Context: an optimization exercise on an open-source flow, tuned for small area, a short achievable clock period and few clock cycles. The choices shown serve that exercise and are no tape-out recipe. RTL that was checked went through simulation tests only; none was proved equivalent to the original. Only the layout flow was run in runs 2 and 3; the RTL was not checked for function there.

--- flow/config.mk ---
export PLATFORM = sky130hd
export DESIGN_NAME = base2_to_base3
export DESIGN_NICKNAME = base2_to_base3
export VERILOG_FILES = /design/flow/design.v
export SDC_FILE = /design/flow/constraint.sdc
export NUM_CORES = 4
export LEC_CHECK = 0
export CAP_MARGIN = 20
export CORE_MARGIN = 2
export CORE_UTILIZATION = 40
export CTS_BUF_LIST = sky130_fd_sc_hd__clkbuf_2 sky130_fd_sc_hd__clkbuf_4
export SLEW_MARGIN = 20
export SYNTH_HIERARCHICAL = 1
export SYNTH_MINIMUM_KEEP_SIZE = 0
--- flow/constraint.sdc ---
create_clock -name core_clock -period 19.0 [get_ports {clk}]
set_input_delay 3.8000 -clock core_clock [delete_from_list [all_inputs] [get_ports {clk}]]
set_output_delay 3.8000 -clock core_clock [all_outputs]
set_load 0.01 [all_outputs]
--- flow/design.v ---
`timescale 1ns / 1ps
module div_algo(
   q,
   rn1,
   rn0,
   r1,
   r0,
   b);
output q;      
output rn1;    
output rn0;    
input  r1;
input  r0;
input  b;
assign q   = ~(r1 | (r0 & b));
assign rn1 = ~(b ? r1 : r0);
assign rn0 = ~(b ? ~(r1 | r0) : r1);
endmodule
module div_algo_n(
   q,
   rn1,
   rn0,
   r1,
   r0,
   b);
output q;      
output rn1;    
output rn0;    
input  r1;     
input  r0;     
input  b;      
assign q   = ~(r1 & (r0 | b));
assign rn1 = b ? ~r0 : ~r1;
assign rn0 = b ? ~r1 : (r1 & r0);
endmodule
module div_algo_t(
   q,
   rn1,
   rn0,
   r1,
   r0,
   b);
output q;      
output rn1;    
output rn0;    
input  r1;
input  r0;
input  b;
assign q   = ~(r1 | (r0 & b));
assign rn1 = b ? r1 : r0;
assign rn0 = b ? ~(r1 | r0) : r1;
endmodule
module div_inv(
   y,
   a);
output y;
input  a;
assign y = ~a;
endmodule
module div_nor(
   y,
   a,
   b);
output y;
input  a;
input  b;
assign y = ~(a | b);
endmodule
module div_half_n01(
   q,
   rn1,
   rn0,
   r0,
   b);
output q;
output rn1;
output rn0;
input  r0;
input  b;
wire r = r0;
wire d = ~b;
assign q   = (r & d);
assign rn1 = (r & ~d);
assign rn0 = (~r & d);
endmodule
module div_half_p00(
   q,
   rn1,
   rn0,
   r0,
   b);
output q;
output rn1;
output rn0;
input  r0;
input  b;
wire r = r0;
wire d = b;
assign q   = ~(r & d);
assign rn1 = ~(r & ~d);
assign rn0 = ~(~r & d);
endmodule
module div_half_p10(
   q,
   rn1,
   rn0,
   r0,
   b);
output q;
output rn1;
output rn0;
input  r0;
input  b;
wire r = ~r0;
wire d = b;
assign q   = ~(r & d);
assign rn1 = ~(r & ~d);
assign rn0 = ~(~r & d);
endmodule
`timescale 1ns / 1ps
module base2_to_base3(
	base3_no,
	done,
	base2_no,
	en,
	rst,
	clk);
parameter width = 16;
output	[2*width - 1 : 0]	base3_no;
output				done;
input	[width - 1 : 0]		base2_no;
input				en;
input				rst;
input				clk;
reg  [18:0] cut_r;
reg  done_r;
wire en_n, start;
div_inv START_INV (.y(en_n), .a(en));
div_nor START_NOR (.y(start), .a(en_n), .b(rst));
wire c0_14_q, c0_14_r1, c0_14_r0;
div_half_p00 c0_14 (.q(c0_14_q), .rn1(c0_14_r1), .rn0(c0_14_r0), .r0(base2_no[15]), .b(base2_no[14]));
wire c0_13_q, c0_13_r1, c0_13_r0;
div_algo_n c0_13 (.q(c0_13_q), .rn1(c0_13_r1), .rn0(c0_13_r0), .r1(c0_14_r1), .r0(c0_14_r0), .b(~base2_no[13]));
wire c0_12_q, c0_12_r1, c0_12_r0;
div_algo c0_12 (.q(c0_12_q), .rn1(c0_12_r1), .rn0(c0_12_r0), .r1(c0_13_r1), .r0(c0_13_r0), .b(base2_no[12]));
wire c0_11_q, c0_11_r1, c0_11_r0;
div_algo_n c0_11 (.q(c0_11_q), .rn1(c0_11_r1), .rn0(c0_11_r0), .r1(c0_12_r1), .r0(c0_12_r0), .b(~base2_no[11]));
wire c0_10_q, c0_10_r1, c0_10_r0;
div_algo c0_10 (.q(c0_10_q), .rn1(c0_10_r1), .rn0(c0_10_r0), .r1(c0_11_r1), .r0(c0_11_r0), .b(base2_no[10]));
wire c0_9_q, c0_9_r1, c0_9_r0;
div_algo_n c0_9 (.q(c0_9_q), .rn1(c0_9_r1), .rn0(c0_9_r0), .r1(c0_10_r1), .r0(c0_10_r0), .b(~base2_no[9]));
wire c0_8_q, c0_8_r1, c0_8_r0;
div_algo c0_8 (.q(c0_8_q), .rn1(c0_8_r1), .rn0(c0_8_r0), .r1(c0_9_r1), .r0(c0_9_r0), .b(base2_no[8]));
wire c0_7_q, c0_7_r1, c0_7_r0;
div_algo_n c0_7 (.q(c0_7_q), .rn1(c0_7_r1), .rn0(c0_7_r0), .r1(c0_8_r1), .r0(c0_8_r0), .b(~base2_no[7]));
wire c0_6_q, c0_6_r1, c0_6_r0;
div_algo c0_6 (.q(c0_6_q), .rn1(c0_6_r1), .rn0(c0_6_r0), .r1(c0_7_r1), .r0(c0_7_r0), .b(base2_no[6]));
wire c0_5_q, c0_5_r1, c0_5_r0;
div_algo_n c0_5 (.q(c0_5_q), .rn1(c0_5_r1), .rn0(c0_5_r0), .r1(c0_6_r1), .r0(c0_6_r0), .b(~base2_no[5]));
wire c0_4_q, c0_4_r1, c0_4_r0;
div_algo c0_4 (.q(c0_4_q), .rn1(c0_4_r1), .rn0(c0_4_r0), .r1(c0_5_r1), .r0(c0_5_r0), .b(base2_no[4]));
wire c0_3_q, c0_3_r1, c0_3_r0;
div_algo_n c0_3 (.q(c0_3_q), .rn1(c0_3_r1), .rn0(c0_3_r0), .r1(c0_4_r1), .r0(c0_4_r0), .b(~base2_no[3]));
wire c0_2_q, c0_2_r1, c0_2_r0;
div_algo c0_2 (.q(c0_2_q), .rn1(c0_2_r1), .rn0(c0_2_r0), .r1(c0_3_r1), .r0(c0_3_r0), .b(base2_no[2]));
wire c0_1_q, c0_1_r1, c0_1_r0;
div_algo_n c0_1 (.q(c0_1_q), .rn1(c0_1_r1), .rn0(c0_1_r0), .r1(cut_r[0]), .r0(cut_r[1]), .b(~cut_r[2]));
wire c0_0_q, c0_0_r1, c0_0_r0;
div_algo_t c0_0 (.q(c0_0_q), .rn1(c0_0_r1), .rn0(c0_0_r0), .r1(c0_1_r1), .r0(c0_1_r0), .b(cut_r[3]));
wire c1_13_q, c1_13_r1, c1_13_r0;
div_half_p10 c1_13 (.q(c1_13_q), .rn1(c1_13_r1), .rn0(c1_13_r0), .r0(c0_14_q), .b(c0_13_q));
wire c1_12_q, c1_12_r1, c1_12_r0;
div_algo_n c1_12 (.q(c1_12_q), .rn1(c1_12_r1), .rn0(c1_12_r0), .r1(c1_13_r1), .r0(c1_13_r0), .b(c0_12_q));
wire c1_11_q, c1_11_r1, c1_11_r0;
div_algo c1_11 (.q(c1_11_q), .rn1(c1_11_r1), .rn0(c1_11_r0), .r1(c1_12_r1), .r0(c1_12_r0), .b(c0_11_q));
wire c1_10_q, c1_10_r1, c1_10_r0;
div_algo_n c1_10 (.q(c1_10_q), .rn1(c1_10_r1), .rn0(c1_10_r0), .r1(c1_11_r1), .r0(c1_11_r0), .b(c0_10_q));
wire c1_9_q, c1_9_r1, c1_9_r0;
div_algo c1_9 (.q(c1_9_q), .rn1(c1_9_r1), .rn0(c1_9_r0), .r1(c1_10_r1), .r0(c1_10_r0), .b(c0_9_q));
wire c1_8_q, c1_8_r1, c1_8_r0;
div_algo_n c1_8 (.q(c1_8_q), .rn1(c1_8_r1), .rn0(c1_8_r0), .r1(c1_9_r1), .r0(c1_9_r0), .b(c0_8_q));
wire c1_7_q, c1_7_r1, c1_7_r0;
div_algo c1_7 (.q(c1_7_q), .rn1(c1_7_r1), .rn0(c1_7_r0), .r1(c1_8_r1), .r0(c1_8_r0), .b(c0_7_q));
wire c1_6_q, c1_6_r1, c1_6_r0;
div_algo_n c1_6 (.q(c1_6_q), .rn1(c1_6_r1), .rn0(c1_6_r0), .r1(c1_7_r1), .r0(c1_7_r0), .b(c0_6_q));
wire c1_5_q, c1_5_r1, c1_5_r0;
div_algo c1_5 (.q(c1_5_q), .rn1(c1_5_r1), .rn0(c1_5_r0), .r1(c1_6_r1), .r0(c1_6_r0), .b(c0_5_q));
wire c1_4_q, c1_4_r1, c1_4_r0;
div_algo_n c1_4 (.q(c1_4_q), .rn1(c1_4_r1), .rn0(c1_4_r0), .r1(c1_5_r1), .r0(c1_5_r0), .b(c0_4_q));
wire c1_3_q, c1_3_r1, c1_3_r0;
div_algo c1_3 (.q(c1_3_q), .rn1(c1_3_r1), .rn0(c1_3_r0), .r1(c1_4_r1), .r0(c1_4_r0), .b(c0_3_q));
wire c1_2_q, c1_2_r1, c1_2_r0;
div_algo_n c1_2 (.q(c1_2_q), .rn1(c1_2_r1), .rn0(c1_2_r0), .r1(cut_r[4]), .r0(cut_r[5]), .b(cut_r[6]));
wire c1_1_q, c1_1_r1, c1_1_r0;
div_algo c1_1 (.q(c1_1_q), .rn1(c1_1_r1), .rn0(c1_1_r0), .r1(c1_2_r1), .r0(c1_2_r0), .b(c0_1_q));
wire c1_0_q, c1_0_r1, c1_0_r0;
div_algo_n c1_0 (.q(c1_0_q), .rn1(c1_0_r1), .rn0(c1_0_r0), .r1(c1_1_r1), .r0(c1_1_r0), .b(c0_0_q));
wire c2_11_q, c2_11_r1, c2_11_r0;
div_half_n01 c2_11 (.q(c2_11_q), .rn1(c2_11_r1), .rn0(c2_11_r0), .r0(c1_12_q), .b(c1_11_q));
wire c2_10_q, c2_10_r1, c2_10_r0;
div_algo c2_10 (.q(c2_10_q), .rn1(c2_10_r1), .rn0(c2_10_r0), .r1(c2_11_r1), .r0(c2_11_r0), .b(c1_10_q));
wire c2_9_q, c2_9_r1, c2_9_r0;
div_algo_n c2_9 (.q(c2_9_q), .rn1(c2_9_r1), .rn0(c2_9_r0), .r1(c2_10_r1), .r0(c2_10_r0), .b(c1_9_q));
wire c2_8_q, c2_8_r1, c2_8_r0;
div_algo c2_8 (.q(c2_8_q), .rn1(c2_8_r1), .rn0(c2_8_r0), .r1(c2_9_r1), .r0(c2_9_r0), .b(c1_8_q));
wire c2_7_q, c2_7_r1, c2_7_r0;
div_algo_n c2_7 (.q(c2_7_q), .rn1(c2_7_r1), .rn0(c2_7_r0), .r1(c2_8_r1), .r0(c2_8_r0), .b(c1_7_q));
wire c2_6_q, c2_6_r1, c2_6_r0;
div_algo c2_6 (.q(c2_6_q), .rn1(c2_6_r1), .rn0(c2_6_r0), .r1(c2_7_r1), .r0(c2_7_r0), .b(c1_6_q));
wire c2_5_q, c2_5_r1, c2_5_r0;
div_algo_n c2_5 (.q(c2_5_q), .rn1(c2_5_r1), .rn0(c2_5_r0), .r1(c2_6_r1), .r0(c2_6_r0), .b(c1_5_q));
wire c2_4_q, c2_4_r1, c2_4_r0;
div_algo c2_4 (.q(c2_4_q), .rn1(c2_4_r1), .rn0(c2_4_r0), .r1(c2_5_r1), .r0(c2_5_r0), .b(c1_4_q));
wire c2_3_q, c2_3_r1, c2_3_r0;
div_algo_n c2_3 (.q(c2_3_q), .rn1(c2_3_r1), .rn0(c2_3_r0), .r1(cut_r[7]), .r0(cut_r[8]), .b(cut_r[9]));
wire c2_2_q, c2_2_r1, c2_2_r0;
div_algo c2_2 (.q(c2_2_q), .rn1(c2_2_r1), .rn0(c2_2_r0), .r1(c2_3_r1), .r0(c2_3_r0), .b(c1_2_q));
wire c2_1_q, c2_1_r1, c2_1_r0;
div_algo_n c2_1 (.q(c2_1_q), .rn1(c2_1_r1), .rn0(c2_1_r0), .r1(c2_2_r1), .r0(c2_2_r0), .b(c1_1_q));
wire c2_0_q, c2_0_r1, c2_0_r0;
div_algo_t c2_0 (.q(c2_0_q), .rn1(c2_0_r1), .rn0(c2_0_r0), .r1(c2_1_r1), .r0(c2_1_r0), .b(c1_0_q));
wire c3_10_q, c3_10_r1, c3_10_r0;
div_half_n01 c3_10 (.q(c3_10_q), .rn1(c3_10_r1), .rn0(c3_10_r0), .r0(c2_11_q), .b(c2_10_q));
wire c3_9_q, c3_9_r1, c3_9_r0;
div_algo c3_9 (.q(c3_9_q), .rn1(c3_9_r1), .rn0(c3_9_r0), .r1(c3_10_r1), .r0(c3_10_r0), .b(c2_9_q));
wire c3_8_q, c3_8_r1, c3_8_r0;
div_algo_n c3_8 (.q(c3_8_q), .rn1(c3_8_r1), .rn0(c3_8_r0), .r1(c3_9_r1), .r0(c3_9_r0), .b(c2_8_q));
wire c3_7_q, c3_7_r1, c3_7_r0;
div_algo c3_7 (.q(c3_7_q), .rn1(c3_7_r1), .rn0(c3_7_r0), .r1(c3_8_r1), .r0(c3_8_r0), .b(c2_7_q));
wire c3_6_q, c3_6_r1, c3_6_r0;
div_algo_n c3_6 (.q(c3_6_q), .rn1(c3_6_r1), .rn0(c3_6_r0), .r1(c3_7_r1), .r0(c3_7_r0), .b(c2_6_q));
wire c3_5_q, c3_5_r1, c3_5_r0;
div_algo c3_5 (.q(c3_5_q), .rn1(c3_5_r1), .rn0(c3_5_r0), .r1(c3_6_r1), .r0(c3_6_r0), .b(c2_5_q));
wire c3_4_q, c3_4_r1, c3_4_r0;
div_algo_n c3_4 (.q(c3_4_q), .rn1(c3_4_r1), .rn0(c3_4_r0), .r1(cut_r[10]), .r0(cut_r[11]), .b(cut_r[12]));
wire c3_3_q, c3_3_r1, c3_3_r0;
div_algo c3_3 (.q(c3_3_q), .rn1(c3_3_r1), .rn0(c3_3_r0), .r1(c3_4_r1), .r0(c3_4_r0), .b(c2_3_q));
wire c3_2_q, c3_2_r1, c3_2_r0;
div_algo_n c3_2 (.q(c3_2_q), .rn1(c3_2_r1), .rn0(c3_2_r0), .r1(c3_3_r1), .r0(c3_3_r0), .b(c2_2_q));
wire c3_1_q, c3_1_r1, c3_1_r0;
div_algo c3_1 (.q(c3_1_q), .rn1(c3_1_r1), .rn0(c3_1_r0), .r1(c3_2_r1), .r0(c3_2_r0), .b(c2_1_q));
wire c3_0_q, c3_0_r1, c3_0_r0;
div_algo_n c3_0 (.q(c3_0_q), .rn1(c3_0_r1), .rn0(c3_0_r0), .r1(c3_1_r1), .r0(c3_1_r0), .b(c2_0_q));
wire c4_8_q, c4_8_r1, c4_8_r0;
div_half_p10 c4_8 (.q(c4_8_q), .rn1(c4_8_r1), .rn0(c4_8_r0), .r0(c3_9_q), .b(c3_8_q));
wire c4_7_q, c4_7_r1, c4_7_r0;
div_algo_n c4_7 (.q(c4_7_q), .rn1(c4_7_r1), .rn0(c4_7_r0), .r1(c4_8_r1), .r0(c4_8_r0), .b(c3_7_q));
wire c4_6_q, c4_6_r1, c4_6_r0;
div_algo c4_6 (.q(c4_6_q), .rn1(c4_6_r1), .rn0(c4_6_r0), .r1(c4_7_r1), .r0(c4_7_r0), .b(c3_6_q));
wire c4_5_q, c4_5_r1, c4_5_r0;
div_algo_n c4_5 (.q(c4_5_q), .rn1(c4_5_r1), .rn0(c4_5_r0), .r1(cut_r[13]), .r0(cut_r[14]), .b(cut_r[15]));
wire c4_4_q, c4_4_r1, c4_4_r0;
div_algo c4_4 (.q(c4_4_q), .rn1(c4_4_r1), .rn0(c4_4_r0), .r1(c4_5_r1), .r0(c4_5_r0), .b(c3_4_q));
wire c4_3_q, c4_3_r1, c4_3_r0;
div_algo_n c4_3 (.q(c4_3_q), .rn1(c4_3_r1), .rn0(c4_3_r0), .r1(c4_4_r1), .r0(c4_4_r0), .b(c3_3_q));
wire c4_2_q, c4_2_r1, c4_2_r0;
div_algo c4_2 (.q(c4_2_q), .rn1(c4_2_r1), .rn0(c4_2_r0), .r1(c4_3_r1), .r0(c4_3_r0), .b(c3_2_q));
wire c4_1_q, c4_1_r1, c4_1_r0;
div_algo_n c4_1 (.q(c4_1_q), .rn1(c4_1_r1), .rn0(c4_1_r0), .r1(c4_2_r1), .r0(c4_2_r0), .b(c3_1_q));
wire c4_0_q, c4_0_r1, c4_0_r0;
div_algo_t c4_0 (.q(c4_0_q), .rn1(c4_0_r1), .rn0(c4_0_r0), .r1(c4_1_r1), .r0(c4_1_r0), .b(c3_0_q));
wire c5_7_q, c5_7_r1, c5_7_r0;
div_half_p10 c5_7 (.q(c5_7_q), .rn1(c5_7_r1), .rn0(c5_7_r0), .r0(c4_8_q), .b(c4_7_q));
wire c5_6_q, c5_6_r1, c5_6_r0;
div_algo_n c5_6 (.q(c5_6_q), .rn1(c5_6_r1), .rn0(c5_6_r0), .r1(cut_r[16]), .r0(cut_r[17]), .b(cut_r[18]));
wire c5_5_q, c5_5_r1, c5_5_r0;
div_algo c5_5 (.q(c5_5_q), .rn1(c5_5_r1), .rn0(c5_5_r0), .r1(c5_6_r1), .r0(c5_6_r0), .b(c4_5_q));
wire c5_4_q, c5_4_r1, c5_4_r0;
div_algo_n c5_4 (.q(c5_4_q), .rn1(c5_4_r1), .rn0(c5_4_r0), .r1(c5_5_r1), .r0(c5_5_r0), .b(c4_4_q));
wire c5_3_q, c5_3_r1, c5_3_r0;
div_algo c5_3 (.q(c5_3_q), .rn1(c5_3_r1), .rn0(c5_3_r0), .r1(c5_4_r1), .r0(c5_4_r0), .b(c4_3_q));
wire c5_2_q, c5_2_r1, c5_2_r0;
div_algo_n c5_2 (.q(c5_2_q), .rn1(c5_2_r1), .rn0(c5_2_r0), .r1(c5_3_r1), .r0(c5_3_r0), .b(c4_2_q));
wire c5_1_q, c5_1_r1, c5_1_r0;
div_algo c5_1 (.q(c5_1_q), .rn1(c5_1_r1), .rn0(c5_1_r0), .r1(c5_2_r1), .r0(c5_2_r0), .b(c4_1_q));
wire c5_0_q, c5_0_r1, c5_0_r0;
div_algo_n c5_0 (.q(c5_0_q), .rn1(c5_0_r1), .rn0(c5_0_r0), .r1(c5_1_r1), .r0(c5_1_r0), .b(c4_0_q));
wire c6_5_q, c6_5_r1, c6_5_r0;
div_half_n01 c6_5 (.q(c6_5_q), .rn1(c6_5_r1), .rn0(c6_5_r0), .r0(c5_6_q), .b(c5_5_q));
wire c6_4_q, c6_4_r1, c6_4_r0;
div_algo c6_4 (.q(c6_4_q), .rn1(c6_4_r1), .rn0(c6_4_r0), .r1(c6_5_r1), .r0(c6_5_r0), .b(c5_4_q));
wire c6_3_q, c6_3_r1, c6_3_r0;
div_algo_n c6_3 (.q(c6_3_q), .rn1(c6_3_r1), .rn0(c6_3_r0), .r1(c6_4_r1), .r0(c6_4_r0), .b(c5_3_q));
wire c6_2_q, c6_2_r1, c6_2_r0;
div_algo c6_2 (.q(c6_2_q), .rn1(c6_2_r1), .rn0(c6_2_r0), .r1(c6_3_r1), .r0(c6_3_r0), .b(c5_2_q));
wire c6_1_q, c6_1_r1, c6_1_r0;
div_algo_n c6_1 (.q(c6_1_q), .rn1(c6_1_r1), .rn0(c6_1_r0), .r1(c6_2_r1), .r0(c6_2_r0), .b(c5_1_q));
wire c6_0_q, c6_0_r1, c6_0_r0;
div_algo_t c6_0 (.q(c6_0_q), .rn1(c6_0_r1), .rn0(c6_0_r0), .r1(c6_1_r1), .r0(c6_1_r0), .b(c5_0_q));
wire c7_3_q, c7_3_r1, c7_3_r0;
div_half_p10 c7_3 (.q(c7_3_q), .rn1(c7_3_r1), .rn0(c7_3_r0), .r0(c6_4_q), .b(c6_3_q));
wire c7_2_q, c7_2_r1, c7_2_r0;
div_algo_n c7_2 (.q(c7_2_q), .rn1(c7_2_r1), .rn0(c7_2_r0), .r1(c7_3_r1), .r0(c7_3_r0), .b(c6_2_q));
wire c7_1_q, c7_1_r1, c7_1_r0;
div_algo c7_1 (.q(c7_1_q), .rn1(c7_1_r1), .rn0(c7_1_r0), .r1(c7_2_r1), .r0(c7_2_r0), .b(c6_1_q));
wire c7_0_q, c7_0_r1, c7_0_r0;
div_algo_n c7_0 (.q(c7_0_q), .rn1(c7_0_r1), .rn0(c7_0_r0), .r1(c7_1_r1), .r0(c7_1_r0), .b(c6_0_q));
wire c8_2_q, c8_2_r1, c8_2_r0;
div_half_p10 c8_2 (.q(c8_2_q), .rn1(c8_2_r1), .rn0(c8_2_r0), .r0(c7_3_q), .b(c7_2_q));
wire c8_1_q, c8_1_r1, c8_1_r0;
div_algo_n c8_1 (.q(c8_1_q), .rn1(c8_1_r1), .rn0(c8_1_r0), .r1(c8_2_r1), .r0(c8_2_r0), .b(c7_1_q));
wire c8_0_q, c8_0_r1, c8_0_r0;
div_algo_t c8_0 (.q(c8_0_q), .rn1(c8_0_r1), .rn0(c8_0_r0), .r1(c8_1_r1), .r0(c8_1_r0), .b(c7_0_q));
wire c9_0_q, c9_0_r1, c9_0_r0;
div_half_n01 c9_0 (.q(c9_0_q), .rn1(c9_0_r1), .rn0(c9_0_r0), .r0(c8_1_q), .b(c8_0_q));
always @(posedge clk) begin
	cut_r <= {c4_6_q, c5_7_r0, c5_7_r1, c3_5_q, c4_6_r0, c4_6_r1, c2_4_q, c3_5_r0, c3_5_r1, c1_3_q, c2_4_r0, c2_4_r1, c0_2_q, c1_3_r0, c1_3_r1, base2_no[0], base2_no[1], c0_2_r0, c0_2_r1};
	done_r <= start;
end
assign done = done_r;
assign base3_no = {10'd0, c9_0_q, {c9_0_r1, c9_0_r0}, {c8_0_r1, c8_0_r0}, {c7_0_r1, c7_0_r0}, {c6_0_r1, c6_0_r0}, {c5_0_r1, c5_0_r0}, {c4_0_r1, c4_0_r0}, {c3_0_r1, c3_0_r0}, {c2_0_r1, c2_0_r0}, {c1_0_r1, c1_0_r0}, {c0_0_r1, c0_0_r0}};
endmodule
--- flow/flow/run.sh ---
#!/bin/bash
# Own layout flow: the standard flow, with the standard synthesis
# unchanged, and two changes to how the layout is made:
#  - after the floorplan, the o21ai_0 gates are swapped for o21ai_1 (same
#    area and footprint, stronger drive), and the constant-0 outputs share
#    one tie cell (flow/swap.tcl);
#  - the port buffers are small buf_1 buffers instead of the default delay
#    buffers.
# Each step's full output goes to a log of its own in this folder.
set -euo pipefail
bash standard.sh synth floorplan > flow_1_synth_floorplan.log 2>&1
openroad -no_init -exit flow/swap.tcl > flow_2_swap.log 2>&1
bash standard.sh BUFFER_PORTS_ARGS="-buffer_cell sky130_fd_sc_hd__buf_1" finish > flow_3_place_to_finish.log 2>&1
--- flow/flow/swap.tcl ---
# Floorplan changes, made before placement:
#  - every o21ai_0 becomes an o21ai_1 (same function, area and footprint;
#    stronger drive);
#  - the constant-0 outputs share one tie cell instead of one tie cell each.
set platform $::env(FLOW_HOME)/platforms/sky130hd
set results orfs/results/sky130hd/base2_to_base3/base
read_liberty $platform/lib/sky130_fd_sc_hd__tt_025C_1v80.lib
read_db $results/2_floorplan.odb
read_sdc $results/2_floorplan.sdc
source $platform/setRC.tcl
puts "worst slack before: [sta::worst_slack -max]"
set n 0
foreach inst [get_cells *] {
  if {[get_property $inst ref_name] eq "sky130_fd_sc_hd__o21ai_0"} {
    replace_cell $inst sky130_fd_sc_hd__o21ai_1
    incr n
  }
}
puts "swapped $n o21ai_0 for o21ai_1"

set block [ord::get_db_block]
# ties whose constant reaches only output ports, directly or through buffers
set ties {}
foreach inst [$block getInsts] {
  if {[[$inst getMaster] getName] ne "sky130_fd_sc_hd__conb_1"} { continue }
  if {[[$inst findITerm HI] getNet] ne "NULL" || [[$inst findITerm LO] getNet] eq "NULL"} { continue }
  set net [[$inst findITerm LO] getNet]
  set ok 1
  set bterms [$net getBTerms]
  set bufs {}
  foreach it [$net getITerms] {
    set i [$it getInst]
    if {$i eq $inst} { continue }
    if {![string match "sky130_fd_sc_hd__buf_*" [[$i getMaster] getName]]} { set ok 0; break }
    set onet [[$i findITerm X] getNet]
    if {$onet eq "NULL" || [llength [$onet getITerms]] != 1} { set ok 0; break }
    lappend bufs $i
    lappend bterms {*}[$onet getBTerms]
  }
  if {$ok} { lappend ties [list $inst $net $bufs $bterms] }
}
set merged 0
if {[llength $ties] > 1} {
  set keepnet [lindex [lindex $ties 0] 1]
  foreach t $ties {
    lassign $t inst net bufs bterms
    foreach bt $bterms { $bt connect $keepnet }
    foreach b $bufs {
      set onet [[$b findITerm X] getNet]
      odb::dbInst_destroy $b
      odb::dbNet_destroy $onet
    }
    if {$net ne $keepnet} {
      odb::dbInst_destroy $inst
      odb::dbNet_destroy $net
      incr merged
    }
  }
}
puts "merged $merged tie cells into one"
puts "worst slack after: [sta::worst_slack -max]"
write_db $results/2_floorplan.odb
--- flow/standard.sh ---
#!/bin/bash
# synth_recipe.tcl (not shown) runs the flow's synth.tcl, then flattens the netlist and writes it again
# the make line also repeats each setting of config.mk as NAME=value (left out here)
make -C /OpenROAD-flow-scripts/flow DESIGN_CONFIG=/design/flow/config.mk WORK_HOME=/design/flow/orfs CLKGATE_MAP_FILE= SYNTH_SCRIPT=/design/flow/synth_recipe.tcl "${@:-finish}"
==> flow_results.xml, run 1 <==
<?xml version="1.0" encoding="UTF-8"?>
<metrics>
  <group name="status">
    <metric name="run_status" unit="">complete, no violations</metric>
  </group>
  <group name="timing">
    <metric name="whs" unit="ns">3.61</metric>
    <metric name="grt_setup_unrepaired" unit="">no</metric>
    <metric name="final_max_slew_viol_count" unit="">0</metric>
    <metric name="timing.final.crit_share" unit="%">40.0</metric>
    <metric name="fmaxAchievable" unit="GHz">0.132</metric>
    <metric name="setup_viol" unit="">0</metric>
    <metric name="timing.setup.tns" unit="ns">0</metric>
    <metric name="hold_viol" unit="">0</metric>
    <metric name="post-route-min-period" unit="ns">7.60</metric>
  </group>
  <group name="route">
    <metric name="drc_errors" unit="">0</metric>
    <metric name="detail_route.iter0.violations" unit="">49</metric>
    <metric name="wirelength" unit="microns">4220</metric>
    <metric name="dr_total_vias" unit="">2382</metric>
    <metric name="post_drt_wl_per_cell" unit="microns">8.61</metric>
    <metric name="drt-pass1-iter-count" unit="">4</metric>
    <metric name="vias_per_cell" unit="">4.86</metric>
    <metric name="final_antenna_net_count" unit="">0</metric>
  </group>
  <group name="setup_path">
    <metric name="worst-path-max-fanout" unit="">4</metric>
    <metric name="cp-end-kind" unit="">primary output</metric>
    <metric name="required" unit="ns">15.20</metric>
    <metric name="timing.critical_path.arrival" unit="ns">3.80</metric>
    <metric name="worst_setup_path_start_kind" unit="">flop</metric>
    <metric name="setup.worst_path.class" unit="">reg -&gt; out</metric>
  </group>
  <group name="layout">
    <metric name="diodes" unit="">0</metric>
    <metric name="numnets_final" unit="">411</metric>
    <metric name="area_growth_syn_to_layout" unit="%">2.04</metric>
    <metric name="share_of_layout_cells_above_drive_strength_1" unit="%">2.05</metric>
  </group>
  <group name="clock_network">
    <metric name="h-tree-depth" unit="">1</metric>
    <metric name="postCtsResizedCells" unit="">0</metric>
    <metric name="number_of_buffers_inserted_during_clock_tree_synthesis" unit="">3</metric>
    <metric name="cts_tree" unit="">yes</metric>
    <metric name="post-cts-setup-buffers" unit="">0</metric>
    <metric name="ctsLongestPathBuffers" unit="">2</metric>
    <metric name="clock_tree.root_cell" unit="">clkbuf_4</metric>
    <metric name="holdBufCountCts" unit="">0</metric>
    <metric name="worst_path_clk_slew" unit="ns">0.11</metric>
    <metric name="clock-sinks" unit="">20</metric>
  </group>
  <group name="die">
    <metric name="placement_rows" unit="">31</metric>
    <metric name="die_width" unit="microns">89.8</metric>
    <metric name="full_die_area" unit="sq um">8060</metric>
    <metric name="ioPinCount" unit="">52</metric>
    <metric name="floorplan.initialDensity" unit="%">41.0</metric>
    <metric name="core_area" unit="sq um">7180</metric>
    <metric name="die-height" unit="microns">89.8</metric>
  </group>
  <group name="grt">
    <metric name="first_global_vias" unit="">2078</metric>
    <metric name="grt_usage" unit="%">10.7</metric>
    <metric name="grt_antenna_before_repair" unit="">0</metric>
    <metric name="first_pass_grt_wire_length" unit="microns">7770</metric>
    <metric name="grt_overflow_total" unit="">0</metric>
    <metric name="largest_net_degree_at_the_start_of_global_routing" unit="">12</metric>
  </group>
  <group name="min_path">
    <metric name="timing.hold.worst_path_depth" unit="">1</metric>
    <metric name="hold_class" unit="">in -&gt; reg</metric>
    <metric name="hold_path_end" unit="">cut_r[2]</metric>
    <metric name="hp-start" unit="">base2_no[1]</metric>
  </group>
  <group name="place">
    <metric name="post-dp-hpwl" unit="microns">3630</metric>
    <metric name="globalplace.congestion" unit="">0.690</metric>
    <metric name="buffer_ports.inserted" unit="">40</metric>
  </group>
  <group name="synth">
    <metric name="synthesis.instances" unit="">379</metric>
    <metric name="yosys_warnings" unit="">7</metric>
    <metric name="syn_area_per_cell" unit="sq um">7.76</metric>
    <metric name="mappedNetlistArea" unit="sq um">2940</metric>
  </group>
  <group name="run">
    <metric name="number_of_max_capacitance_violations_reported" unit="">0</metric>
  </group>
</metrics>
==> per-stage QoR <==
stage / cells / instance area, sq um / util, % / setup slack (ns)
floorplan: 389 / 2980 / - / 11.84
global placement: 486 / 2980 / 41.5 / 11.56
detailed placement: 486 / 2980 / 41.5 / 11.36
CTS: 490 / 3000 / 41.8 / 11.37
global route: 490 / 3000 / 41.8 / 10.87
finish: 490 / 3000 / 41.8 / 11.40
==> layer usage <==
layer	track usage, %	part of all wire (%)
met4	2.18	0.45
met1	12.6	50
met5	0	0
met2	19.9	46
met3	2.18	3.0
==> state kept, by name, indices dropped and copies added (netlist names) <==
name and flops:
cut_r 19, done_r 1
==> cell usage in the layout (no fill, tap or decap) <==
cell type / count
conb_1: 1
mux2_4: 5
o21ai_1: 37
clkinv_1: 1
clkbuf_4: 3
mux2i_1: 136
and2_1: 4
nand2_1: 43
nor2_1: 41
buf_1: 40
nor2b_1: 2
inv_1: 8
dfxtp_1: 20
mux2_1: 5
or2_1: 5
a21oi_1: 36
nand2b_1: 4
==> cell type report <==
type / count / area, sq um
Clock buffer: 3 / 22.5
Clock inverter: 1 / 3.75
Fill cell: 768 / 4170
Inverter: 8 / 30.0
Multi-Input combinational cell: 319 / 2270
Sequential cell: 20 / 400
Tap cell: 99 / 124
Timing Repair Buffer: 40 / 150
==> worst max path at each step <==
stage / slack, ns / from / depth (start not counted) / end
global route: 10.87 / cut_r[18] / 16 / base3_no[19]
CTS: 11.37 / cut_r[18] / 16 / base3_no[19]
finish: 11.40 / cut_r[18] / 16 / base3_no[19]
global placement: 11.56 / base2_no[14] / 25 / cut_r[1]
detailed placement: 11.36 / base2_no[15] / 22 / cut_r[8]
floorplan: 11.84 / cut_r[2] / 12 / base3_no[17]
==> critical path: stages (launching register included) <==
cell and delay [ns]:
dfxtp_1 0.40, mux2i_1 0.34, nor2_1 0.07, mux2i_1 0.23, nand2_1 0.08, mux2i_1 0.21
nor2_1 0.08, mux2i_1 0.22, o21ai_1 0.18, a21oi_1 0.34, mux2i_1 0.36, nor2_1 0.07
mux2i_1 0.22, o21ai_1 0.18, a21oi_1 0.24, and2_1 0.15, buf_1 0.14
Testbench counts, summed over its fixed seeds: cycles 3,200.
==> run 2: changes to the inputs <==
--- a/flow/design.v
+++ b/flow/design.v
@@ -164,9 +164,9 @@
 wire c0_2_q, c0_2_r1, c0_2_r0;
 div_algo c0_2 (.q(c0_2_q), .rn1(c0_2_r1), .rn0(c0_2_r0), .r1(c0_3_r1), .r0(c0_3_r0), .b(base2_no[2]));
 wire c0_1_q, c0_1_r1, c0_1_r0;
-div_algo_n c0_1 (.q(c0_1_q), .rn1(c0_1_r1), .rn0(c0_1_r0), .r1(cut_r[0]), .r0(cut_r[1]), .b(~cut_r[2]));
+div_algo_n c0_1 (.q(c0_1_q), .rn1(c0_1_r1), .rn0(c0_1_r0), .r1(c0_2_r1), .r0(c0_2_r0), .b(~base2_no[1]));
 wire c0_0_q, c0_0_r1, c0_0_r0;
-div_algo_t c0_0 (.q(c0_0_q), .rn1(c0_0_r1), .rn0(c0_0_r0), .r1(c0_1_r1), .r0(c0_1_r0), .b(cut_r[3]));
+div_algo_t c0_0 (.q(c0_0_q), .rn1(c0_0_r1), .rn0(c0_0_r0), .r1(cut_r[0]), .r0(cut_r[1]), .b(cut_r[2]));
 wire c1_13_q, c1_13_r1, c1_13_r0;
 div_half_p10 c1_13 (.q(c1_13_q), .rn1(c1_13_r1), .rn0(c1_13_r0), .r0(c0_14_q), .b(c0_13_q));
 wire c1_12_q, c1_12_r1, c1_12_r0;
@@ -190,9 +190,9 @@
 wire c1_3_q, c1_3_r1, c1_3_r0;
 div_algo c1_3 (.q(c1_3_q), .rn1(c1_3_r1), .rn0(c1_3_r0), .r1(c1_4_r1), .r0(c1_4_r0), .b(c0_3_q));
 wire c1_2_q, c1_2_r1, c1_2_r0;
-div_algo_n c1_2 (.q(c1_2_q), .rn1(c1_2_r1), .rn0(c1_2_r0), .r1(cut_r[4]), .r0(cut_r[5]), .b(cut_r[6]));
+div_algo_n c1_2 (.q(c1_2_q), .rn1(c1_2_r1), .rn0(c1_2_r0), .r1(cut_r[3]), .r0(cut_r[4]), .b(cut_r[5]));
 wire c1_1_q, c1_1_r1, c1_1_r0;
-div_algo c1_1 (.q(c1_1_q), .rn1(c1_1_r1), .rn0(c1_1_r0), .r1(c1_2_r1), .r0(c1_2_r0), .b(c0_1_q));
+div_algo c1_1 (.q(c1_1_q), .rn1(c1_1_r1), .rn0(c1_1_r0), .r1(c1_2_r1), .r0(c1_2_r0), .b(cut_r[6]));
 wire c1_0_q, c1_0_r1, c1_0_r0;
 div_algo_n c1_0 (.q(c1_0_q), .rn1(c1_0_r1), .rn0(c1_0_r0), .r1(c1_1_r1), .r0(c1_1_r0), .b(c0_0_q));
 wire c2_11_q, c2_11_r1, c2_11_r0;
@@ -304,7 +304,7 @@
 wire c9_0_q, c9_0_r1, c9_0_r0;
 div_half_n01 c9_0 (.q(c9_0_q), .rn1(c9_0_r1), .rn0(c9_0_r0), .r0(c8_1_q), .b(c8_0_q));
 always @(posedge clk) begin
-	cut_r <= {c4_6_q, c5_7_r0, c5_7_r1, c3_5_q, c4_6_r0, c4_6_r1, c2_4_q, c3_5_r0, c3_5_r1, c1_3_q, c2_4_r0, c2_4_r1, c0_2_q, c1_3_r0, c1_3_r1, base2_no[0], base2_no[1], c0_2_r0, c0_2_r1};
+	cut_r <= {c4_6_q, c5_7_r0, c5_7_r1, c3_5_q, c4_6_r0, c4_6_r1, c2_4_q, c3_5_r0, c3_5_r1, c1_3_q, c2_4_r0, c2_4_r1, c0_1_q, c0_2_q, c1_3_r0, c1_3_r1, base2_no[0], c0_1_r0, c0_1_r1};
 	done_r <= start;
 end
 assign done = done_r;
==> run 2 against run 1 <==
Against the previous run:
- first-iteration DRC count grew 24%
- clock-buffer cell count is the same
- sequential share of layout area about the same
- critical endpoint is now base3_no[16]
==> flow_results.xml, run 2 <==
<?xml version="1.0" encoding="UTF-8"?>
<metrics>
  <group name="place">
    <metric name="post-dp-hpwl" unit="microns">3580</metric>
    <metric name="buffer_ports.inserted" unit="">40</metric>
    <metric name="detailedPlace.worstSlack" unit="ns">11.09</metric>
    <metric name="globalplace.congestion" unit="">0.683</metric>
    <metric name="post_dp_cell_area" unit="sq um">2980</metric>
    <metric name="dp.cells" unit="">486</metric>
  </group>
  <group name="die">
    <metric name="ioPinCount" unit="">52</metric>
    <metric name="floorplan.initialDensity" unit="%">41.0</metric>
    <metric name="placement_rows" unit="">31</metric>
    <metric name="die_width" unit="microns">89.8</metric>
    <metric name="core_area" unit="sq um">7180</metric>
    <metric name="full_die_area" unit="sq um">8060</metric>
    <metric name="die-height" unit="microns">89.8</metric>
  </group>
  <group name="route">
    <metric name="wl_met3" unit="microns">134</metric>
    <metric name="final_antenna_net_count" unit="">0</metric>
    <metric name="detail_route.iter0.violations" unit="">61</metric>
    <metric name="wirelength" unit="microns">4210</metric>
    <metric name="vias_per_cell" unit="">4.83</metric>
    <metric name="dr_total_vias" unit="">2360</metric>
    <metric name="drt-pass1-iter-count" unit="">4</metric>
    <metric name="wl_met2" unit="microns">1920</metric>
    <metric name="m1WireLength" unit="microns">2130</metric>
    <metric name="post_drt_wl_per_cell" unit="microns">8.60</metric>
    <metric name="routed.top_layer" unit="">met4</metric>
    <metric name="drc_errors" unit="">0</metric>
  </group>
  <group name="timing">
    <metric name="timing.setup.tns" unit="ns">0</metric>
    <metric name="final_max_slew_viol_count" unit="">0</metric>
    <metric name="grt_setup_unrepaired" unit="">no</metric>
    <metric name="setup_viol" unit="">0</metric>
    <metric name="timing.final.crit_share" unit="%">40.0</metric>
    <metric name="post-route-min-period" unit="ns">7.59</metric>
    <metric name="final.setup.worst_slack" unit="ns">11.41</metric>
    <metric name="fmaxAchievable" unit="GHz">0.132</metric>
    <metric name="hold_viol" unit="">0</metric>
  </group>
  <group name="layout">
    <metric name="final_core_utilization" unit="%">41.8</metric>
    <metric name="share_of_layout_cells_above_drive_strength_1" unit="%">2.05</metric>
    <metric name="numnets_final" unit="">411</metric>
    <metric name="postLayoutCellArea" unit="sq um">3000</metric>
    <metric name="fillers" unit="">709</metric>
    <metric name="diodes" unit="">0</metric>
    <metric name="area_growth_syn_to_layout" unit="%">1.91</metric>
    <metric name="fin_cells" unit="">489</metric>
    <metric name="final_common_cell" unit="">mux2i_1</metric>
    <metric name="layout.cells.most_common_list" unit="">mux2i_1 (136), nand2_1 (43), nor2_1 (41)</metric>
    <metric name="largest-register" unit="">cut_r</metric>
    <metric name="largest_reg_flops" unit="">19</metric>
    <metric name="biggestRegsByFlops" unit="">cut_r: 19 flops, done_r: 1 flops</metric>
  </group>
  <group name="grt">
    <metric name="grt_antenna_before_repair" unit="">0</metric>
    <metric name="first_global_vias" unit="">1984</metric>
    <metric name="grt_usage" unit="%">10.3</metric>
    <metric name="first_pass_grt_wire_length" unit="microns">7520</metric>
    <metric name="grt_overflow_total" unit="">0</metric>
    <metric name="largest_net_degree_at_the_start_of_global_routing" unit="">12</metric>
  </group>
  <group name="min_path">
    <metric name="timing.hold.worst_path_depth" unit="">1</metric>
    <metric name="hold_class" unit="">in -&gt; reg</metric>
  </group>
  <group name="clock_network">
    <metric name="clock_tree.root_cell" unit="">clkbuf_4</metric>
    <metric name="holdBufCountCts" unit="">0</metric>
    <metric name="ctsLongestPathBuffers" unit="">2</metric>
    <metric name="h-tree-depth" unit="">1</metric>
    <metric name="post-cts-setup-buffers" unit="">0</metric>
    <metric name="clock-sinks" unit="">20</metric>
    <metric name="postCtsResizedCells" unit="">0</metric>
    <metric name="worst_path_clk_slew" unit="ns">0.11</metric>
    <metric name="number_of_buffers_inserted_during_clock_tree_synthesis" unit="">3</metric>
    <metric name="cts_tree" unit="">yes</metric>
  </group>
  <group name="setup_path">
    <metric name="worst_setup_path_start_kind" unit="">flop</metric>
    <metric name="cp-end-kind" unit="">primary output</metric>
    <metric name="timing.critical_path.arrival" unit="ns">3.79</metric>
    <metric name="worst-path-max-fanout" unit="">4</metric>
    <metric name="required" unit="ns">15.20</metric>
    <metric name="setup.worst_path.class" unit="">reg -&gt; out</metric>
  </group>
  <group name="run">
    <metric name="number_of_max_capacitance_violations_reported" unit="">0</metric>
  </group>
  <group name="synth">
    <metric name="yosys_warnings" unit="">7</metric>
    <metric name="synthesis.instances" unit="">379</metric>
    <metric name="mappedNetlistArea" unit="sq um">2940</metric>
    <metric name="syn_area_per_cell" unit="sq um">7.76</metric>
  </group>
  <group name="status">
    <metric name="run_status" unit="">complete, no violations</metric>
  </group>
</metrics>
==> run 2: stage by stage <==
stage	hold WS [ns]
global placement	3.90
global route	3.60
finish	3.61
detailed placement	3.91
CTS	3.61
floorplan	3.83
==> run 2: cell type report <==
cell class,count,area (sq um),area share (%)
Multi-Input combinational cell,319,2270,75.8
Timing Repair Buffer,40,150,5.01
Tap cell,99,124,4.13
Clock buffer,3,22.5,0.751
Inverter,8,30.0,1.00
Sequential cell,20,400,13.4
==> run 2: path summary, 6_finish.rpt <==
kind / startpoint / end
min: base2_no[0] / cut_r[2]
max: cut_r[15] / base3_no[16]
==> run 2: layer usage <==
metal / up-vias / global-route usage, %
met1: 989 / 13.0
met2: 23 / 18.8
met3: 2 / 1.42
li1: 1346 / -
met5: - / 0
met4: 0 / 2.31
==> run 2: critical path: stages (launching register included) <==
cell and delay (ns):
dfxtp_1 0.40, mux2i_1 0.32, nor2_1 0.07, mux2i_1 0.23, o21ai_1 0.18, a21oi_1 0.33, mux2i_1 0.36, nor2_1 0.07
mux2i_1 0.22, o21ai_1 0.18, a21oi_1 0.32, mux2i_1 0.35, nor2_1 0.07, mux2_4 0.26, buf_1 0.13
==> run 3: changes to the inputs <==
--- a/flow/design.v
+++ b/flow/design.v
@@ -190,9 +190,9 @@
 wire c1_3_q, c1_3_r1, c1_3_r0;
 div_algo c1_3 (.q(c1_3_q), .rn1(c1_3_r1), .rn0(c1_3_r0), .r1(c1_4_r1), .r0(c1_4_r0), .b(c0_3_q));
 wire c1_2_q, c1_2_r1, c1_2_r0;
-div_algo_n c1_2 (.q(c1_2_q), .rn1(c1_2_r1), .rn0(c1_2_r0), .r1(cut_r[3]), .r0(cut_r[4]), .b(cut_r[5]));
+div_algo_n c1_2 (.q(c1_2_q), .rn1(c1_2_r1), .rn0(c1_2_r0), .r1(c1_3_r1), .r0(c1_3_r0), .b(c0_2_q));
 wire c1_1_q, c1_1_r1, c1_1_r0;
-div_algo c1_1 (.q(c1_1_q), .rn1(c1_1_r1), .rn0(c1_1_r0), .r1(c1_2_r1), .r0(c1_2_r0), .b(cut_r[6]));
+div_algo c1_1 (.q(c1_1_q), .rn1(c1_1_r1), .rn0(c1_1_r0), .r1(cut_r[3]), .r0(cut_r[4]), .b(cut_r[5]));
 wire c1_0_q, c1_0_r1, c1_0_r0;
 div_algo_n c1_0 (.q(c1_0_q), .rn1(c1_0_r1), .rn0(c1_0_r0), .r1(c1_1_r1), .r0(c1_1_r0), .b(c0_0_q));
 wire c2_11_q, c2_11_r1, c2_11_r0;
@@ -212,9 +212,9 @@
 wire c2_4_q, c2_4_r1, c2_4_r0;
 div_algo c2_4 (.q(c2_4_q), .rn1(c2_4_r1), .rn0(c2_4_r0), .r1(c2_5_r1), .r0(c2_5_r0), .b(c1_4_q));
 wire c2_3_q, c2_3_r1, c2_3_r0;
-div_algo_n c2_3 (.q(c2_3_q), .rn1(c2_3_r1), .rn0(c2_3_r0), .r1(cut_r[7]), .r0(cut_r[8]), .b(cut_r[9]));
+div_algo_n c2_3 (.q(c2_3_q), .rn1(c2_3_r1), .rn0(c2_3_r0), .r1(cut_r[6]), .r0(cut_r[7]), .b(cut_r[8]));
 wire c2_2_q, c2_2_r1, c2_2_r0;
-div_algo c2_2 (.q(c2_2_q), .rn1(c2_2_r1), .rn0(c2_2_r0), .r1(c2_3_r1), .r0(c2_3_r0), .b(c1_2_q));
+div_algo c2_2 (.q(c2_2_q), .rn1(c2_2_r1), .rn0(c2_2_r0), .r1(c2_3_r1), .r0(c2_3_r0), .b(cut_r[9]));
 wire c2_1_q, c2_1_r1, c2_1_r0;
 div_algo_n c2_1 (.q(c2_1_q), .rn1(c2_1_r1), .rn0(c2_1_r0), .r1(c2_2_r1), .r0(c2_2_r0), .b(c1_1_q));
 wire c2_0_q, c2_0_r1, c2_0_r0;
@@ -262,9 +262,9 @@
 wire c5_7_q, c5_7_r1, c5_7_r0;
 div_half_p10 c5_7 (.q(c5_7_q), .rn1(c5_7_r1), .rn0(c5_7_r0), .r0(c4_8_q), .b(c4_7_q));
 wire c5_6_q, c5_6_r1, c5_6_r0;
-div_algo_n c5_6 (.q(c5_6_q), .rn1(c5_6_r1), .rn0(c5_6_r0), .r1(cut_r[16]), .r0(cut_r[17]), .b(cut_r[18]));
+div_algo_n c5_6 (.q(c5_6_q), .rn1(c5_6_r1), .rn0(c5_6_r0), .r1(c5_7_r1), .r0(c5_7_r0), .b(c4_6_q));
 wire c5_5_q, c5_5_r1, c5_5_r0;
-div_algo c5_5 (.q(c5_5_q), .rn1(c5_5_r1), .rn0(c5_5_r0), .r1(c5_6_r1), .r0(c5_6_r0), .b(c4_5_q));
+div_algo c5_5 (.q(c5_5_q), .rn1(c5_5_r1), .rn0(c5_5_r0), .r1(cut_r[16]), .r0(cut_r[17]), .b(c4_5_q));
 wire c5_4_q, c5_4_r1, c5_4_r0;
 div_algo_n c5_4 (.q(c5_4_q), .rn1(c5_4_r1), .rn0(c5_4_r0), .r1(c5_5_r1), .r0(c5_5_r0), .b(c4_4_q));
 wire c5_3_q, c5_3_r1, c5_3_r0;
@@ -276,7 +276,7 @@
 wire c5_0_q, c5_0_r1, c5_0_r0;
 div_algo_n c5_0 (.q(c5_0_q), .rn1(c5_0_r1), .rn0(c5_0_r0), .r1(c5_1_r1), .r0(c5_1_r0), .b(c4_0_q));
 wire c6_5_q, c6_5_r1, c6_5_r0;
-div_half_n01 c6_5 (.q(c6_5_q), .rn1(c6_5_r1), .rn0(c6_5_r0), .r0(c5_6_q), .b(c5_5_q));
+div_half_n01 c6_5 (.q(c6_5_q), .rn1(c6_5_r1), .rn0(c6_5_r0), .r0(cut_r[18]), .b(c5_5_q));
 wire c6_4_q, c6_4_r1, c6_4_r0;
 div_algo c6_4 (.q(c6_4_q), .rn1(c6_4_r1), .rn0(c6_4_r0), .r1(c6_5_r1), .r0(c6_5_r0), .b(c5_4_q));
 wire c6_3_q, c6_3_r1, c6_3_r0;
@@ -304,7 +304,7 @@
 wire c9_0_q, c9_0_r1, c9_0_r0;
 div_half_n01 c9_0 (.q(c9_0_q), .rn1(c9_0_r1), .rn0(c9_0_r0), .r0(c8_1_q), .b(c8_0_q));
 always @(posedge clk) begin
-	cut_r <= {c4_6_q, c5_7_r0, c5_7_r1, c3_5_q, c4_6_r0, c4_6_r1, c2_4_q, c3_5_r0, c3_5_r1, c1_3_q, c2_4_r0, c2_4_r1, c0_1_q, c0_2_q, c1_3_r0, c1_3_r1, base2_no[0], c0_1_r0, c0_1_r1};
+	cut_r <= {c5_6_q, c5_6_r0, c5_6_r1, c3_5_q, c4_6_r0, c4_6_r1, c2_4_q, c3_5_r0, c3_5_r1, c1_2_q, c1_3_q, c2_4_r0, c2_4_r1, c0_1_q, c1_2_r0, c1_2_r1, base2_no[0], c0_1_r0, c0_1_r1};
 	done_r <= start;
 end
 assign done = done_r;
==> run 3 against run 2 <==
Against the previous run:
- flip-flop and latch count unchanged
- critical path depth unchanged
- cell area unchanged
- still clean
- via count up 1.8%
- synthesized cell count unchanged
- clock-buffer cell count unchanged
==> flow_results.xml, run 3 <==
<?xml version="1.0" encoding="UTF-8"?>
<metrics>
  <group name="layout">
    <metric name="diodes" unit="">0</metric>
    <metric name="fin_cells" unit="">489</metric>
    <metric name="largest-register" unit="">cut_r</metric>
    <metric name="area_growth_syn_to_layout" unit="%">1.91</metric>
    <metric name="layout.cells.most_common_list" unit="">mux2i_1 (136), nand2_1 (43), nor2_1 (41)</metric>
    <metric name="share_of_layout_cells_above_drive_strength_1" unit="%">2.05</metric>
    <metric name="fillers" unit="">769</metric>
    <metric name="numnets_final" unit="">411</metric>
    <metric name="sequential_cell_area" unit="sq um">400</metric>
    <metric name="final_common_cell" unit="">mux2i_1</metric>
    <metric name="area_of_the_multi_input_gates" unit="sq um">2270</metric>
    <metric name="postLayoutCellArea" unit="sq um">3000</metric>
    <metric name="biggestRegsByFlops" unit="">cut_r: 19 flops, done_r: 1 flops</metric>
    <metric name="largest_reg_flops" unit="">19</metric>
  </group>
  <group name="setup_path">
    <metric name="cp-end-kind" unit="">primary output</metric>
    <metric name="cp-startpoint" unit="">cut_r[15]</metric>
    <metric name="setup.worst_path.class" unit="">reg -&gt; out</metric>
    <metric name="worst_setup_path_start_kind" unit="">flop</metric>
    <metric name="timing.critical_path.arrival" unit="ns">3.82</metric>
    <metric name="required" unit="ns">15.20</metric>
    <metric name="worst-path-max-fanout" unit="">4</metric>
  </group>
  <group name="die">
    <metric name="die_width" unit="microns">89.8</metric>
    <metric name="full_die_area" unit="sq um">8060</metric>
    <metric name="placement_rows" unit="">31</metric>
    <metric name="core_area" unit="sq um">7180</metric>
    <metric name="ioPinCount" unit="">52</metric>
    <metric name="floorplan.initialDensity" unit="%">41.0</metric>
    <metric name="die-height" unit="microns">89.8</metric>
  </group>
  <group name="timing">
    <metric name="setup_viol" unit="">0</metric>
    <metric name="fmaxAchievable" unit="GHz">0.131</metric>
    <metric name="timing.setup.tns" unit="ns">0</metric>
    <metric name="whs" unit="ns">3.60</metric>
    <metric name="post-route-min-period" unit="ns">7.62</metric>
    <metric name="timing.final.crit_share" unit="%">40.1</metric>
    <metric name="final_max_slew_viol_count" unit="">0</metric>
    <metric name="grt_setup_unrepaired" unit="">no</metric>
    <metric name="hold_viol" unit="">0</metric>
  </group>
  <group name="clock_network">
    <metric name="postCtsResizedCells" unit="">0</metric>
    <metric name="worst_path_clk_slew" unit="ns">0.11</metric>
    <metric name="h-tree-depth" unit="">1</metric>
    <metric name="post-cts-setup-buffers" unit="">0</metric>
    <metric name="cts_tree" unit="">yes</metric>
    <metric name="holdBufCountCts" unit="">0</metric>
    <metric name="clock_tree.root_cell" unit="">clkbuf_4</metric>
    <metric name="clock-sinks" unit="">20</metric>
    <metric name="number_of_buffers_inserted_during_clock_tree_synthesis" unit="">3</metric>
    <metric name="ctsLongestPathBuffers" unit="">2</metric>
  </group>
  <group name="route">
    <metric name="detail_route.iter0.violations" unit="">50</metric>
    <metric name="vias_per_cell" unit="">4.91</metric>
    <metric name="wirelength" unit="microns">4250</metric>
    <metric name="final_antenna_net_count" unit="">0</metric>
    <metric name="drc_errors" unit="">0</metric>
    <metric name="post_drt_wl_per_cell" unit="microns">8.70</metric>
    <metric name="drt-pass1-iter-count" unit="">4</metric>
    <metric name="dr_total_vias" unit="">2402</metric>
  </group>
  <group name="place">
    <metric name="globalplace.congestion" unit="">0.683</metric>
    <metric name="buffer_ports.inserted" unit="">40</metric>
    <metric name="post_dp_cell_area" unit="sq um">2980</metric>
    <metric name="post-dp-hpwl" unit="microns">3690</metric>
    <metric name="dp.cells" unit="">486</metric>
  </group>
  <group name="grt">
    <metric name="grt.busiest_layer" unit="">met2</metric>
    <metric name="largest_net_degree_at_the_start_of_global_routing" unit="">12</metric>
    <metric name="first_global_vias" unit="">2070</metric>
    <metric name="gr-usage-met3" unit="%">1.59</metric>
    <metric name="globalRouteMet2Util" unit="%">19.9</metric>
    <metric name="first_pass_grt_wire_length" unit="microns">7740</metric>
    <metric name="grt_antenna_before_repair" unit="">0</metric>
    <metric name="grt_overflow_total" unit="">0</metric>
    <metric name="use_met1" unit="%">12.7</metric>
    <metric name="grt_usage" unit="%">10.5</metric>
  </group>
  <group name="status">
    <metric name="run_status" unit="">complete, no violations</metric>
  </group>
  <group name="synth">
    <metric name="synthesis.instances" unit="">379</metric>
    <metric name="yosys_warnings" unit="">7</metric>
    <metric name="mappedNetlistArea" unit="sq um">2940</metric>
    <metric name="syn_area_per_cell" unit="sq um">7.76</metric>
  </group>
  <group name="run">
    <metric name="number_of_max_capacitance_violations_reported" unit="">0</metric>
  </group>
  <group name="min_path">
    <metric name="hp-start" unit="">base2_no[0]</metric>
    <metric name="hold_class" unit="">in -&gt; reg</metric>
  </group>
</metrics>
[run 3: cell counts in the layout (fill, tap and decap cells not counted)]
Identical to the previous run, type by type.
[run 3: per-stage QoR]
stage	util, %	setup slack, ns
after global placement	41.5	11.27
after detailed placement	41.5	11.07
after CTS	41.8	11.33
after floorplan	-	11.62
final	41.8	11.38
after global routing	41.8	10.60
[run 3: final timing paths]
check             cells after the start      endpoint  slack, ns
setup / recovery                     14  base3_no[16]      11.38
hold / removal                        1      cut_r[2]       3.60
[run 3: layer usage]
layer  share of wire, %  vias up
li1                   -     1344
met1                 48     1033
met2                 48       21
met3                3.1        4
met4               0.71        0
met5                  0        -
[run 3: final cells by class]
type                       instances  share of cell area [%]
multi-input combinational        319                    75.8
sequential                        20                    13.4
timing repair buffer              40                    5.01
tap                               99                    4.13
inverter                           8                    1.00
clock buffer                       3                   0.751
[run 3: worst max-delay path: stages, from the launching register on]
cell and delay [ns]:
dfxtp_1 0.39, mux2i_1 0.33, nor2_1 0.07, mux2i_1 0.23
o21ai_1 0.19, a21oi_1 0.33, mux2i_1 0.37, nor2_1 0.07
mux2i_1 0.23, o21ai_1 0.18, a21oi_1 0.33, mux2i_1 0.36
nor2_1 0.07, mux2_4 0.26, buf_1 0.12

==> separate check: timing with driven ports <==
In the flow no input, the clock included, has a driving cell. The finished layouts below were timed again as built, in two steps.
Step 1 sets driving cells, clkbuf_16 on the clock port and buf_2 on the other inputs (assumed; they add their load-dependent delay and slew).
Step 2 times the ports against the registers' clock, not the clock port: input delays grow and output delays shrink by t, the midpoint of the rising clock arrivals with the driver on.
Three values: ideal, step 1, step 2; two values: the first two.
| run | shift t [ns] | setup WS [ns] | worst setup path at the end | clock arrival spread, ns | worst register clock-pin slew, ns |
|---|---|---|---|---|---|
| run 1 | 0.313 | 11.396 / 11.372 / 11.389 | input to register | 0.016 / 0.016 | 0.11 / 0.11 |
| run 2 | 0.315 | 11.406 / 11.381 / 11.113 | input to register | 0.012 / 0.012 | 0.11 / 0.11 |
| run 3 | 0.309 | 11.378 / 11.355 / 11.119 | input to register | 0.011 / 0.011 | 0.11 / 0.11 |
After both steps setup and hold are still met in every run listed. The setup slack of run 2, which loses most, moves by -0.025 ns with the drivers and by -0.293 ns with both steps.
